Source: an optimization exercise on an open RTL-to-GDS flow (aim: small area, a short achievable clock period and few clock cycles per item). Production flows keep margins and buffers that such runs may drop.
Where RTL was checked, it was by simulation tests only, not by an equivalence proof against the original.

==> job 3015 <==
Design Exp, start of the top module:
module Exp(
    input clk,
    input rst,
    input [31:0] x,
    input [31:0] n,
    output [31:0] res,
    output done
);
==> flow/config.mk <==
export PLATFORM = sky130hd
export DESIGN_NAME = Exp
export DESIGN_NICKNAME = Exp
export VERILOG_FILES = /design/flow/design.v
export SDC_FILE = /design/flow/constraint.sdc
export NUM_CORES = 4
export LEC_CHECK = 0
export CAP_MARGIN = 20
export CORE_MARGIN = 2
export CORE_UTILIZATION = 45
export PLACE_DENSITY = 0.6
export SETUP_SLACK_MARGIN = 4.2
export SLEW_MARGIN = 20
export SYNTH_HIERARCHICAL = 1
==> flow/constraint.sdc <==
create_clock -name core_clock -period 10.0 [get_ports {clk}]
set_input_delay 2.0000 -clock core_clock [delete_from_list [all_inputs] [get_ports {clk}]]
set_output_delay 2.0000 -clock core_clock [all_outputs]
set_load 0.01 [all_outputs]
standard.sh (not shown) runs the stock make flow with config.mk's settings and CLKGATE_MAP_FILE= SYNTH_SCRIPT=/design/flow/synth_recipe.tcl, a recipe that flattens the netlist after the stock synthesis.
==> flow/flow/run.sh <==
#!/bin/bash
# The standard layout, with plain buffers (instead of the resizer's default
# pick) on the ports.
set -euo pipefail
export BUFFER_PORTS_ARGS="-buffer_cell sky130_fd_sc_hd__buf_1"
bash standard.sh > orfs_make.log 2>&1
==> job 7554 (differences from job 3015) <==
--- a/flow/config.mk
+++ b/flow/config.mk
@@ -10,5 +10,5 @@
 export CORE_UTILIZATION = 45
 export PLACE_DENSITY = 0.6
-export SETUP_SLACK_MARGIN = 4.2
+export SETUP_SLACK_MARGIN = 3.5
 export SLEW_MARGIN = 20
 export SYNTH_HIERARCHICAL = 1
==> results.cfg <==
[status]
status = finished clean

[detailed_routing]
first_pass_iters = 7

[timing]
min_period_ns = 6.28

[place]
placement.cell_area_sq_um = 23900
place_hpwl_um = 57300

[worst_setup_path]
r2r_start = b[7]

[cells_and_area]
multi_input_area_sq_um = 20300
finish.utilization_pct = 48.8
That was job 7554.
==> results.cfg <==
[worst_setup_path]
cpMostUsedCell = xnor2_1
path_buf_inv = 2

[status]
status = finished clean

[timing]
min_period_ns = 5.92

[place]
placement.cell_area_sq_um = 23900
place_hpwl_um = 57500

[clocking]
clk_path_buf_depth = 2

[detailed_routing]
first_pass_iters = 6

[cells_and_area]
multi_input_area_sq_um = 20900
finish.utilization_pct = 52.5
That was job 3015.
Function was not checked in any run of this note: the RTL went through the layout flow alone.


==> inputs of run a <==
Another version of the RTL of Exp (not shown whole).
clock: 10.0 ns
lec_check: 0
cap_margin: 20
core_margin: 2
core_utilization: 45
place_density: 0.6
slew_margin: 20
synth_hierarchical: 1
run.sh (not shown) runs the stock make flow with config.mk's settings and CLKGATE_MAP_FILE= SYNTH_SCRIPT=/design/flow/synth_recipe.tcl, a recipe that flattens the netlist after the stock synthesis.
Stock flow here: none of the scripts above is used.
==> run b: changes against run a <==
--- a/flow/config.mk
+++ b/flow/config.mk
@@ -10,4 +10,5 @@
 export CORE_UTILIZATION = 45
 export PLACE_DENSITY = 0.6
+export SETUP_SLACK_MARGIN = 3
 export SLEW_MARGIN = 20
 export SYNTH_HIERARCHICAL = 1
==> run c: changes against run a <==
--- a/flow/config.mk
+++ b/flow/config.mk
@@ -10,4 +10,5 @@
 export CORE_UTILIZATION = 45
 export PLACE_DENSITY = 0.6
+export SETUP_SLACK_MARGIN = 4.5
 export SLEW_MARGIN = 20
 export SYNTH_HIERARCHICAL = 1
==> impl_metrics.env <==
export IMPL_rsz0062_at_grt="yes"
export IMPL_final_nets=3213
export IMPL_status="no timing/DRC/antenna violations"
export IMPL_hold_slack_ns=0.487
The numbers above come from run b.

==> impl_metrics.env <==
export IMPL_skew_ns=0.0117
export IMPL_rsz0062_at_grt="yes"
export IMPL_hold_slack_ns=0.492
export IMPL_status="no timing/DRC/antenna violations"
export IMPL_multi_input_area_share_pct=73.7
export IMPL_final_nets=3400
export IMPL_layout_common_cells="694 x nand2_1, 535 x fa_1, 165 x buf_4, 148 x inv_1, 103 x and2_1"
The numbers above come from run c.

==> impl_metrics.env <==
export IMPL_layout_common_cells="713 x nand2_1, 576 x fa_1, 168 x inv_1, 114 x ha_1, 111 x and2_1"
export IMPL_cp_max_fo=56
export IMPL_hold_slack_ns=0.490
export IMPL_final_nets=3170
export IMPL_status="no timing/DRC/antenna violations"
export IMPL_drtAntennaViolNets=0
export IMPL_cts_buffer_depth=2
The numbers above come from run a.

Function was not checked in any run of this note: the RTL went through the layout flow alone.


==> inputs of job 3155 <==
Exp, a different RTL version from the one above (not shown whole).
Settings: LEC_CHECK=0, CAP_MARGIN=20, CORE_MARGIN=2, CORE_UTILIZATION=45, PLACE_DENSITY=0.6, SETUP_SLACK_MARGIN=5, SLEW_MARGIN=20, SYNTH_HIERARCHICAL=1; clock period 10.0 ns.
standard.sh (not shown) runs the stock make flow with config.mk's settings and CLKGATE_MAP_FILE= SYNTH_SCRIPT=/design/flow/synth_recipe.tcl, a recipe that flattens the netlist after the stock synthesis.
Scripts as last shown in full above: flow/flow/run.sh
==> inputs of job 521, as changes to job 3155 <==
--- a/flow/config.mk
+++ b/flow/config.mk
@@ -9,6 +9,6 @@
 export CORE_MARGIN = 2
 export CORE_UTILIZATION = 45
 export PLACE_DENSITY = 0.6
-export SETUP_SLACK_MARGIN = 5
+export SETUP_SLACK_MARGIN = 4.3
 export SLEW_MARGIN = 20
 export SYNTH_HIERARCHICAL = 1
==> inputs of job 6746, as changes to job 3155 <==
--- a/flow/config.mk
+++ b/flow/config.mk
@@ -9,6 +9,6 @@
 export CORE_MARGIN = 2
 export CORE_UTILIZATION = 45
 export PLACE_DENSITY = 0.6
-export SETUP_SLACK_MARGIN = 5
+export SETUP_SLACK_MARGIN = 4.6
 export SLEW_MARGIN = 20
 export SYNTH_HIERARCHICAL = 1
==> inputs of job 3229, as changes to job 3155 <==
==> flow/config.mk (replaced) <==
export PLATFORM = sky130hd
export DESIGN_NAME = Exp
export DESIGN_NICKNAME = Exp
export VERILOG_FILES = /design/flow/design.v
export SDC_FILE = /design/flow/constraint.sdc
export NUM_CORES = 4
export LEC_CHECK = 0
export CAP_MARGIN = 0
export CORE_MARGIN = 2
export CORE_UTILIZATION = 45
export PLACE_DENSITY = 0.6
export SETUP_SLACK_MARGIN = 4.6
export SLEW_MARGIN = 0
export SYNTH_HIERARCHICAL = 1
==> comparison table <==
item	job 3155	job 6746	job 521	job 3229
Layout clock buffers	17	17	17	18
Non-clock buffer share	9.992%	6.714%	3.956%	6.413%
Period utilization	54.13%	53.81%	55.70%	53.90%
Maximum cell stage delay along the critical path	0.57 ns	0.57 ns	0.71 ns	0.57 ns
Logic depth of the worst setup path including buffers	20	16	13	19
Final Instance Area	28,170 sq um	26,150 sq um	25,080 sq um	26,050 sq um
Combined area of the multi-input logic cells	20,700 sq um	19,770 sq um	19,530 sq um	19,780 sq um
Gr usage total	29.65%	28.36%	28.19%	28.30%
R2R setup slack	4.59 ns	4.62 ns	4.43 ns	4.61 ns
Quantity of gates resized following cts	286	116	58	104
Largest fanout on the critical path	5	21	9	6
Status	no timing/DRC/antenna violations	no timing/DRC/antenna violations	no timing/DRC/antenna violations	no timing/DRC/antenna violations
Final routed wire length divided by cell count	25.47 microns	24.64 microns	24.69 microns	24.81 microns
Required @ worst endpoint	10.36 ns	10.36 ns	10.40 ns	10.39 ns
Arrival time at the worst endpoint	5.77 ns	5.74 ns	5.97 ns	5.78 ns
Worst Hold Slack	0.4871 ns	0.4862 ns	0.4931 ns	0.4859 ns
Worst-path cell with the longest stage delay	sky130_fd_sc_hd__fa_2	sky130_fd_sc_hd__fa_1	sky130_fd_sc_hd__dfxtp_1	sky130_fd_sc_hd__fa_1
First-pass GRT wire length	120,200 microns	115,300 microns	114,400 microns	114,400 microns
Core Util, Final	55.14%	51.18%	49.08%	50.97%
Testbench counts of job 3155, summed over its fixed seeds: cycles 6,460, items 384.
Testbench counts of job 521, summed over its fixed seeds: cycles 6,460, items 384.
Testbench counts of job 6746, summed over its fixed seeds: cycles 6,460, items 384.
Testbench counts of job 3229, summed over its fixed seeds: cycles 6,460, items 384.


==> garnet: inputs <==
Another version of the RTL of Exp (not shown whole).
==> module Exp, before the edit <==
module Exp(
    input clk,
    input rst,
    input [31:0] x,
    input [31:0] n,
    output [31:0] res,
    output done
);
    reg [31:0] b, r, m;
    wire [31:0] bq = {b[31:2], 1'b0, b[0]};
    wire [31:0] sq_in = rst ? x : bq;
    wire [31:0] sq, pr;
    sq32 u_sq (.a(sq_in), .y(sq));
    wire [31:0] bm = m[0] ? bq : 32'd1;
    mul32 u_mul (.a(r), .b(bm), .y(pr));
    assign res = r;
    assign done = ~|m;
    always @(posedge clk) begin
        b <= sq;
        if (rst) begin
            r <= n[0] ? x : 32'd1;
            m <= n >> 1;
        end else begin
            r <= pr;
            m <= m >> 1;
        end
    end
endmodule
Settings: LEC_CHECK=0, CAP_MARGIN=20, CORE_MARGIN=2, CORE_UTILIZATION=45, PLACE_DENSITY=0.6, SETUP_SLACK_MARGIN=3, SLEW_MARGIN=20, SYNTH_HIERARCHICAL=1; clock period 10.0 ns.
run.sh (not shown) runs the stock make flow with config.mk's settings and CLKGATE_MAP_FILE= SYNTH_SCRIPT=/design/flow/synth_recipe.tcl, a recipe that flattens the netlist after the stock synthesis.
Stock flow here: none of the scripts above is used.
==> zinc (differences from garnet) <==
--- a/flow/design.v
+++ b/flow/design.v
@@ -12,6 +12,5 @@
     wire [31:0] sq, pr;
     sq32 u_sq (.a(sq_in), .y(sq));
-    wire [31:0] bm = m[0] ? bq : 32'd1;
-    mul32 u_mul (.a(r), .b(bm), .y(pr));
+    mul32 u_mul (.a(r), .b(bq), .y(pr));
     assign res = r;
     assign done = ~|m;
@@ -22,5 +21,5 @@
             m <= n >> 1;
         end else begin
-            r <= pr;
+            if (m[0]) r <= pr;
             m <= m >> 1;
         end
==> amber (differences from garnet) <==
--- a/flow/config.mk
+++ b/flow/config.mk
@@ -10,5 +10,5 @@
 export CORE_UTILIZATION = 45
 export PLACE_DENSITY = 0.6
-export SETUP_SLACK_MARGIN = 3
+export SETUP_SLACK_MARGIN = 3.5
 export SLEW_MARGIN = 20
 export SYNTH_HIERARCHICAL = 1
==> comparison <==
Cell area, highest first: amber, zinc, garnet. First-iteration DRC count: zinc is higher than garnet (12%). Setup slack: zinc < garnet < amber. The highest global-route usage belongs to amber, the lowest to zinc. Via count is about the same in zinc and garnet. Between amber and zinc, the lower count of clock-buffer cells in the layout is in amber (gap 1). In synthesized cell count, garnet and amber do not differ. Register-to-register slack, lowest first: zinc, garnet, amber.
Testbench counts of garnet, summed over its fixed seeds: cycles 6,076, items 384.
Testbench counts of amber, summed over its fixed seeds: cycles 6,076, items 384.
No functional check of the RTL was part of zinc.


==> 06-09: inputs <==
Exp, a different RTL version from the one above (not shown whole).
// Exp
module Exp(
    input clk,
    input rst,
    input [31:0] x,
    input [31:0] n,
    output [31:0] res,
    output done
);
clock: 10.0 ns
lec_check: 0
cap_margin: 20
core_margin: 2
core_utilization: 45
place_density: 0.6
setup_slack_margin: 4
slew_margin: 20
synth_hierarchical: 1
standard.sh (not shown) runs the stock make flow with config.mk's settings and CLKGATE_MAP_FILE= SYNTH_SCRIPT=/design/flow/synth_recipe.tcl, a recipe that flattens the netlist after the stock synthesis.
Scripts as last shown in full above: flow/flow/run.sh
==> 07-27 (differences from 06-09) <==
--- a/flow/design.v
+++ b/flow/design.v
@@ -757,67 +757,11 @@
     assign rb[28] = s643;
     assign ra[29] = s644;
     assign rb[29] = s645;
     assign ra[30] = s646;
     assign rb[30] = s647;
-    wire s649;
-    x2 u_s649 (.a(s31), .b(s60), .y(s649));
-    wire s650;
-    x2 u_s650 (.a(s87), .b(s112), .y(s650));
-    wire s651;
-    x2 u_s651 (.a(s135), .b(s156), .y(s651));
-    wire s652;
-    x2 u_s652 (.a(s175), .b(s192), .y(s652));
-    wire s653;
-    x2 u_s653 (.a(s207), .b(s220), .y(s653));
-    wire s654;
-    x2 u_s654 (.a(s231), .b(s240), .y(s654));
-    wire s655;
-    x2 u_s655 (.a(s247), .b(s252), .y(s655));
-    wire s656;
-    x2 u_s656 (.a(s255), .b(s649), .y(s656));
-    wire s657;
-    x2 u_s657 (.a(s650), .b(s651), .y(s657));
-    wire s658;
-    x2 u_s658 (.a(s652), .b(s653), .y(s658));
-    wire s659;
-    x2 u_s659 (.a(s654), .b(s655), .y(s659));
-    wire s660;
-    x2 u_s660 (.a(s270), .b(s272), .y(s660));
-    wire s661;
-    x2 u_s661 (.a(s274), .b(s348), .y(s661));
-    wire s662;
-    x2 u_s662 (.a(s350), .b(s656), .y(s662));
-    wire s663;
-    x2 u_s663 (.a(s657), .b(s658), .y(s663));
-    wire s664;
-    x2 u_s664 (.a(s659), .b(s660), .y(s664));
-    wire s665;
-    x2 u_s665 (.a(s661), .b(s662), .y(s665));
-    wire s666;
-    x2 u_s666 (.a(s663), .b(s352), .y(s666));
-    wire s667;
-    x2 u_s667 (.a(s452), .b(s664), .y(s667));
-    wire s668;
-    x2 u_s668 (.a(s354), .b(s454), .y(s668));
-    wire s669;
-    x2 u_s669 (.a(s665), .b(s666), .y(s669));
-    wire s670;
-    x2 u_s670 (.a(s667), .b(s668), .y(s670));
-    wire s671;
-    x2 u_s671 (.a(s669), .b(s542), .y(s671));
-    wire s672;
-    x2 u_s672 (.a(s456), .b(s670), .y(s672));
-    wire s673;
-    x2 u_s673 (.a(s671), .b(s672), .y(s673));
-    wire s674;
-    x2 u_s674 (.a(s673), .b(s544), .y(s674));
-    wire s675;
-    x2 u_s675 (.a(s674), .b(s594), .y(s675));
-    wire s676;
-    x2 u_s676 (.a(s675), .b(s648), .y(s676));
-    assign ra[31] = s676;
+    assign ra[31] = ~(~(s31 ^ s60 ^ s87 ^ s112 ^ s135 ^ s156 ^ s175 ^ s192 ^ s207 ^ s220 ^ s231 ^ s240 ^ s247 ^ s252 ^ s255 ^ s270 ^ s272 ^ s274 ^ s348 ^ s350 ^ s352 ^ s354 ^ s452 ^ s454 ^ s456 ^ s542 ^ s544 ^ s594 ^ s648));
     assign rb[31] = 1'b1;
     assign y = ~(ra + rb + 32'd1);
 endmodule
 module mul32(
     input [31:0] a,
@@ -1625,80 +1569,17 @@
     assign rb[28] = m733;
     assign ra[29] = m734;
     assign rb[29] = m735;
     assign ra[30] = m736;
     assign rb[30] = m737;
-    wire m739;
-    x2 u_m739 (.a(m32), .b(m63), .y(m739));
-    wire m740;
-    x2 u_m740 (.a(m92), .b(m119), .y(m740));
-    wire m741;
-    x2 u_m741 (.a(m144), .b(m167), .y(m741));
-    wire m742;
-    x2 u_m742 (.a(m188), .b(m207), .y(m742));
-    wire m743;
-    x2 u_m743 (.a(m224), .b(m239), .y(m743));
-    wire m744;
-    x2 u_m744 (.a(m252), .b(m263), .y(m744));
-    wire m745;
-    x2 u_m745 (.a(m272), .b(m279), .y(m745));
-    wire m746;
-    x2 u_m746 (.a(m284), .b(m287), .y(m746));
-    wire m747;
-    x2 u_m747 (.a(m739), .b(m740), .y(m747));
-    wire m748;
-    x2 u_m748 (.a(m741), .b(m742), .y(m748));
-    wire m749;
-    x2 u_m749 (.a(m743), .b(m744), .y(m749));
-    wire m750;
-    x2 u_m750 (.a(m745), .b(m746), .y(m750));
-    wire m751;
-    x2 u_m751 (.a(m314), .b(m316), .y(m751));
-    wire m752;
-    x2 u_m752 (.a(m318), .b(m320), .y(m752));
-    wire m753;
-    x2 u_m753 (.a(m410), .b(m412), .y(m753));
-    wire m754;
-    x2 u_m754 (.a(m747), .b(m748), .y(m754));
-    wire m755;
-    x2 u_m755 (.a(m749), .b(m750), .y(m755));
-    wire m756;
-    x2 u_m756 (.a(m751), .b(m752), .y(m756));
-    wire m757;
-    x2 u_m757 (.a(m753), .b(m754), .y(m757));
-    wire m758;
-    x2 u_m758 (.a(m755), .b(m414), .y(m758));
-    wire m759;
-    x2 u_m759 (.a(m756), .b(m416), .y(m759));
-    wire m760;
-    x2 u_m760 (.a(m526), .b(m757), .y(m760));
-    wire m761;
-    x2 u_m761 (.a(m758), .b(m759), .y(m761));
-    wire m762;
-    x2 u_m762 (.a(m760), .b(m528), .y(m762));
-    wire m763;
-    x2 u_m763 (.a(m530), .b(m761), .y(m763));
-    wire m764;
-    x2 u_m764 (.a(m762), .b(m763), .y(m764));
-    wire m765;
-    x2 u_m765 (.a(m624), .b(m626), .y(m765));
-    wire m766;
-    x2 u_m766 (.a(m764), .b(m765), .y(m766));
-    wire m767;
-    x2 u_m767 (.a(m680), .b(m766), .y(m767));
-    wire m768;
-    x2 u_m768 (.a(m767), .b(m738), .y(m768));
-    assign ra[31] = m768;
+    assign ra[31] = m32 ^ m63 ^ m92 ^ m119 ^ m144 ^ m167 ^ m188 ^ m207 ^ m224 ^ m239 ^ m252 ^ m263 ^ m272 ^ m279 ^ m284 ^ m287 ^ m314 ^ m316 ^ m318 ^ m320 ^ m410 ^ m412 ^ m414 ^ m416 ^ m526 ^ m528 ^ m530 ^ m624 ^ m626 ^ m680 ^ m738;
     assign rb[31] = 1'b0;
     assign y = ra + rb;
 endmodule
 module fa(input a, input b, input c, output s, output co);
     assign s = a ^ b ^ c;
     assign co = (a & b) | (a & c) | (b & c);
 endmodule
-module x2(input a, input b, output y);
-    assign y = a ^ b;
-endmodule
 module ha(input a, input b, output s, output co);
     assign s = a ^ b;
     assign co = a & b;
 endmodule
--- a/flow/config.mk
+++ b/flow/config.mk
@@ -6,9 +6,10 @@
 export NUM_CORES = 4
 export LEC_CHECK = 0
 export CAP_MARGIN = 20
 export CORE_MARGIN = 2
 export CORE_UTILIZATION = 45
+export CTS_BUF_LIST = sky130_fd_sc_hd__clkbuf_8
 export PLACE_DENSITY = 0.6
-export SETUP_SLACK_MARGIN = 4
+export SETUP_SLACK_MARGIN = 4.5
 export SLEW_MARGIN = 20
 export SYNTH_HIERARCHICAL = 1
==> 11-07 (differences from 06-09) <==
--- a/flow/design.v
+++ b/flow/design.v
@@ -757,67 +757,11 @@
     assign rb[28] = s643;
     assign ra[29] = s644;
     assign rb[29] = s645;
     assign ra[30] = s646;
     assign rb[30] = s647;
-    wire s649;
-    x2 u_s649 (.a(s31), .b(s60), .y(s649));
-    wire s650;
-    x2 u_s650 (.a(s87), .b(s112), .y(s650));
-    wire s651;
-    x2 u_s651 (.a(s135), .b(s156), .y(s651));
-    wire s652;
-    x2 u_s652 (.a(s175), .b(s192), .y(s652));
-    wire s653;
-    x2 u_s653 (.a(s207), .b(s220), .y(s653));
-    wire s654;
-    x2 u_s654 (.a(s231), .b(s240), .y(s654));
-    wire s655;
-    x2 u_s655 (.a(s247), .b(s252), .y(s655));
-    wire s656;
-    x2 u_s656 (.a(s255), .b(s649), .y(s656));
-    wire s657;
-    x2 u_s657 (.a(s650), .b(s651), .y(s657));
-    wire s658;
-    x2 u_s658 (.a(s652), .b(s653), .y(s658));
-    wire s659;
-    x2 u_s659 (.a(s654), .b(s655), .y(s659));
-    wire s660;
-    x2 u_s660 (.a(s270), .b(s272), .y(s660));
-    wire s661;
-    x2 u_s661 (.a(s274), .b(s348), .y(s661));
-    wire s662;
-    x2 u_s662 (.a(s350), .b(s656), .y(s662));
-    wire s663;
-    x2 u_s663 (.a(s657), .b(s658), .y(s663));
-    wire s664;
-    x2 u_s664 (.a(s659), .b(s660), .y(s664));
-    wire s665;
-    x2 u_s665 (.a(s661), .b(s662), .y(s665));
-    wire s666;
-    x2 u_s666 (.a(s663), .b(s352), .y(s666));
-    wire s667;
-    x2 u_s667 (.a(s452), .b(s664), .y(s667));
-    wire s668;
-    x2 u_s668 (.a(s354), .b(s454), .y(s668));
-    wire s669;
-    x2 u_s669 (.a(s665), .b(s666), .y(s669));
-    wire s670;
-    x2 u_s670 (.a(s667), .b(s668), .y(s670));
-    wire s671;
-    x2 u_s671 (.a(s669), .b(s542), .y(s671));
-    wire s672;
-    x2 u_s672 (.a(s456), .b(s670), .y(s672));
-    wire s673;
-    x2 u_s673 (.a(s671), .b(s672), .y(s673));
-    wire s674;
-    x2 u_s674 (.a(s673), .b(s544), .y(s674));
-    wire s675;
-    x2 u_s675 (.a(s674), .b(s594), .y(s675));
-    wire s676;
-    x2 u_s676 (.a(s675), .b(s648), .y(s676));
-    assign ra[31] = s676;
+    assign ra[31] = ~(~(s31 ^ s60 ^ s87 ^ s112 ^ s135 ^ s156 ^ s175 ^ s192 ^ s207 ^ s220 ^ s231 ^ s240 ^ s247 ^ s252 ^ s255 ^ s270 ^ s272 ^ s274 ^ s348 ^ s350 ^ s352 ^ s354 ^ s452 ^ s454 ^ s456 ^ s542 ^ s544 ^ s594 ^ s648));
     assign rb[31] = 1'b1;
     assign y = ~(ra + rb + 32'd1);
 endmodule
 module mul32(
     input [31:0] a,
@@ -1625,80 +1569,17 @@
     assign rb[28] = m733;
     assign ra[29] = m734;
     assign rb[29] = m735;
     assign ra[30] = m736;
     assign rb[30] = m737;
-    wire m739;
-    x2 u_m739 (.a(m32), .b(m63), .y(m739));
-    wire m740;
-    x2 u_m740 (.a(m92), .b(m119), .y(m740));
-    wire m741;
-    x2 u_m741 (.a(m144), .b(m167), .y(m741));
-    wire m742;
-    x2 u_m742 (.a(m188), .b(m207), .y(m742));
-    wire m743;
-    x2 u_m743 (.a(m224), .b(m239), .y(m743));
-    wire m744;
-    x2 u_m744 (.a(m252), .b(m263), .y(m744));
-    wire m745;
-    x2 u_m745 (.a(m272), .b(m279), .y(m745));
-    wire m746;
-    x2 u_m746 (.a(m284), .b(m287), .y(m746));
-    wire m747;
-    x2 u_m747 (.a(m739), .b(m740), .y(m747));
-    wire m748;
-    x2 u_m748 (.a(m741), .b(m742), .y(m748));
-    wire m749;
-    x2 u_m749 (.a(m743), .b(m744), .y(m749));
-    wire m750;
-    x2 u_m750 (.a(m745), .b(m746), .y(m750));
-    wire m751;
-    x2 u_m751 (.a(m314), .b(m316), .y(m751));
-    wire m752;
-    x2 u_m752 (.a(m318), .b(m320), .y(m752));
-    wire m753;
-    x2 u_m753 (.a(m410), .b(m412), .y(m753));
-    wire m754;
-    x2 u_m754 (.a(m747), .b(m748), .y(m754));
-    wire m755;
-    x2 u_m755 (.a(m749), .b(m750), .y(m755));
-    wire m756;
-    x2 u_m756 (.a(m751), .b(m752), .y(m756));
-    wire m757;
-    x2 u_m757 (.a(m753), .b(m754), .y(m757));
-    wire m758;
-    x2 u_m758 (.a(m755), .b(m414), .y(m758));
-    wire m759;
-    x2 u_m759 (.a(m756), .b(m416), .y(m759));
-    wire m760;
-    x2 u_m760 (.a(m526), .b(m757), .y(m760));
-    wire m761;
-    x2 u_m761 (.a(m758), .b(m759), .y(m761));
-    wire m762;
-    x2 u_m762 (.a(m760), .b(m528), .y(m762));
-    wire m763;
-    x2 u_m763 (.a(m530), .b(m761), .y(m763));
-    wire m764;
-    x2 u_m764 (.a(m762), .b(m763), .y(m764));
-    wire m765;
-    x2 u_m765 (.a(m624), .b(m626), .y(m765));
-    wire m766;
-    x2 u_m766 (.a(m764), .b(m765), .y(m766));
-    wire m767;
-    x2 u_m767 (.a(m680), .b(m766), .y(m767));
-    wire m768;
-    x2 u_m768 (.a(m767), .b(m738), .y(m768));
-    assign ra[31] = m768;
+    assign ra[31] = m32 ^ m63 ^ m92 ^ m119 ^ m144 ^ m167 ^ m188 ^ m207 ^ m224 ^ m239 ^ m252 ^ m263 ^ m272 ^ m279 ^ m284 ^ m287 ^ m314 ^ m316 ^ m318 ^ m320 ^ m410 ^ m412 ^ m414 ^ m416 ^ m526 ^ m528 ^ m530 ^ m624 ^ m626 ^ m680 ^ m738;
     assign rb[31] = 1'b0;
     assign y = ra + rb;
 endmodule
 module fa(input a, input b, input c, output s, output co);
     assign s = a ^ b ^ c;
     assign co = (a & b) | (a & c) | (b & c);
 endmodule
-module x2(input a, input b, output y);
-    assign y = a ^ b;
-endmodule
 module ha(input a, input b, output s, output co);
     assign s = a ^ b;
     assign co = a & b;
 endmodule
--- a/flow/config.mk
+++ b/flow/config.mk
@@ -7,8 +7,8 @@
 export LEC_CHECK = 0
 export CAP_MARGIN = 20
 export CORE_MARGIN = 2
 export CORE_UTILIZATION = 45
 export PLACE_DENSITY = 0.6
-export SETUP_SLACK_MARGIN = 4
+export SETUP_SLACK_MARGIN = 3.5
 export SLEW_MARGIN = 20
 export SYNTH_HIERARCHICAL = 1
==> notes.md <==
| item | 11-07 | 07-27 | 06-09 |
|---|---|---|---|
| Depth of the most critical reg-to-reg path | 16 | 17 | 17 |
| Placed Area | 0.0240 sq mm | 0.0240 sq mm | 0.0243 sq mm |
| Met1 routing resource usage after global routing | 0.338 | 0.347 | 0.355 |
| Total routed wirelength | 74000 microns | 75500 microns | 73500 microns |
| Hold Crit Endpoint | m[7] | m[3] | m[10] |
| DR vias | 18400 | 18600 | 18700 |
| Final standard cell utilization of the core | 0.482 | 0.497 | 0.486 |
| Delay of the slowest critical-path stage | 1.03 ns | 0.63 ns | 0.56 ns |
| Final setup skew | 0.0197 ns | 0.0176 ns | 0.0255 ns |
| All-Layer GR Usage | 0.281 | 0.284 | 0.279 |
| Initial standard-cell utilization of the core | 0.454 | 0.454 | 0.458 |
| Buf/Inv on CP | 0 | 1 | 1 |
| Post-CTS Resized | 3 | 89 | 15 |
| Post-Synthesis Mean Instance Area | 9.91 sq um | 9.91 sq um | 9.70 sq um |
| Outcome | no timing/DRC/antenna violations | no timing/DRC/antenna violations | no timing/DRC/antenna violations |
| Total length of routed met3 wires | 6120 microns | 5750 microns | 5150 microns |
| Last element of the critical path | r[30] | r[30] | one[14] |
Testbench counts of 07-27, summed over its fixed seeds: cycles 6,460, items 384.
Testbench counts of 11-07, summed over its fixed seeds: cycles 6,460, items 384.
Function not checked in 06-09: the RTL went through the layout flow alone.

## static timing again, ports no longer ideal
How much do the figures lean on ideal ports? The routed layouts below were timed once more, with nothing changed but the port constraints. Step 1 sets driving cells, clkbuf_16 on the clock port and buf_2 on the other inputs (assumed; they add their load-dependent delay and slew). Step 2 moves the port delays by t, midway between the first and last clock arrival at a register: inputs arrive t later, outputs are due t later. That takes back most of the time a late clock gives input paths. a / b / c = ideal ports / drivers / drivers and shift; a / b = the first two.
run | t, ns | setup WS [ns] | worst setup path at the end | latest minus earliest clock arrival (ns)
job 3015 | 0.427 | 4.079 / 4.079 / 4.079 | register to register | 0.020 / 0.021
job 7554 | 0.434 | 3.719 / 3.719 / 3.719 | register to register | 0.018 / 0.017
run a | 0.420 | 2.554 / 2.575 / 2.155 | input to register | 0.018 / 0.018
run b | 0.410 | 3.140 / 3.161 / 2.751 | input to register | 0.010 / 0.010
run c | 0.404 | 3.607 / 3.303 / 2.899 | input to register | 0.012 / 0.012
job 3155 | 0.524 | 4.587 / 4.587 / 4.587 | register to register | 0.019 / 0.019
job 521 | 0.516 | 4.430 / 4.430 / 4.430 | register to register | 0.014 / 0.015
job 6746 | 0.517 | 4.619 / 4.619 / 4.619 | register to register | 0.014 / 0.014
job 3229 | 0.546 | 4.610 / 4.610 / 4.610 | register to register | 0.016 / 0.016
garnet | 0.389 | 3.136 / 3.154 / 2.765 | input to register | 0.012 / 0.012
zinc | 0.406 | 3.119 / 3.135 / 2.729 | input to register | 0.016 / 0.016
amber | 0.399 | 3.474 / 3.248 / 2.849 | input to register | 0.011 / 0.010
06-09 | 0.540 | 4.227 / 4.227 / 4.227 | register to register | 0.025 / 0.025
07-27 | 0.587 | 4.590 / 4.590 / 4.590 | register to register | 0.018 / 0.018
11-07 | 0.518 | 3.619 / 3.619 / 3.619 | register to register | 0.020 / 0.019
After both steps every run listed still meets setup and hold. For run c, which loses most, drivers alone change the setup slack by -0.304 ns; drivers and shift together by -0.708 ns.
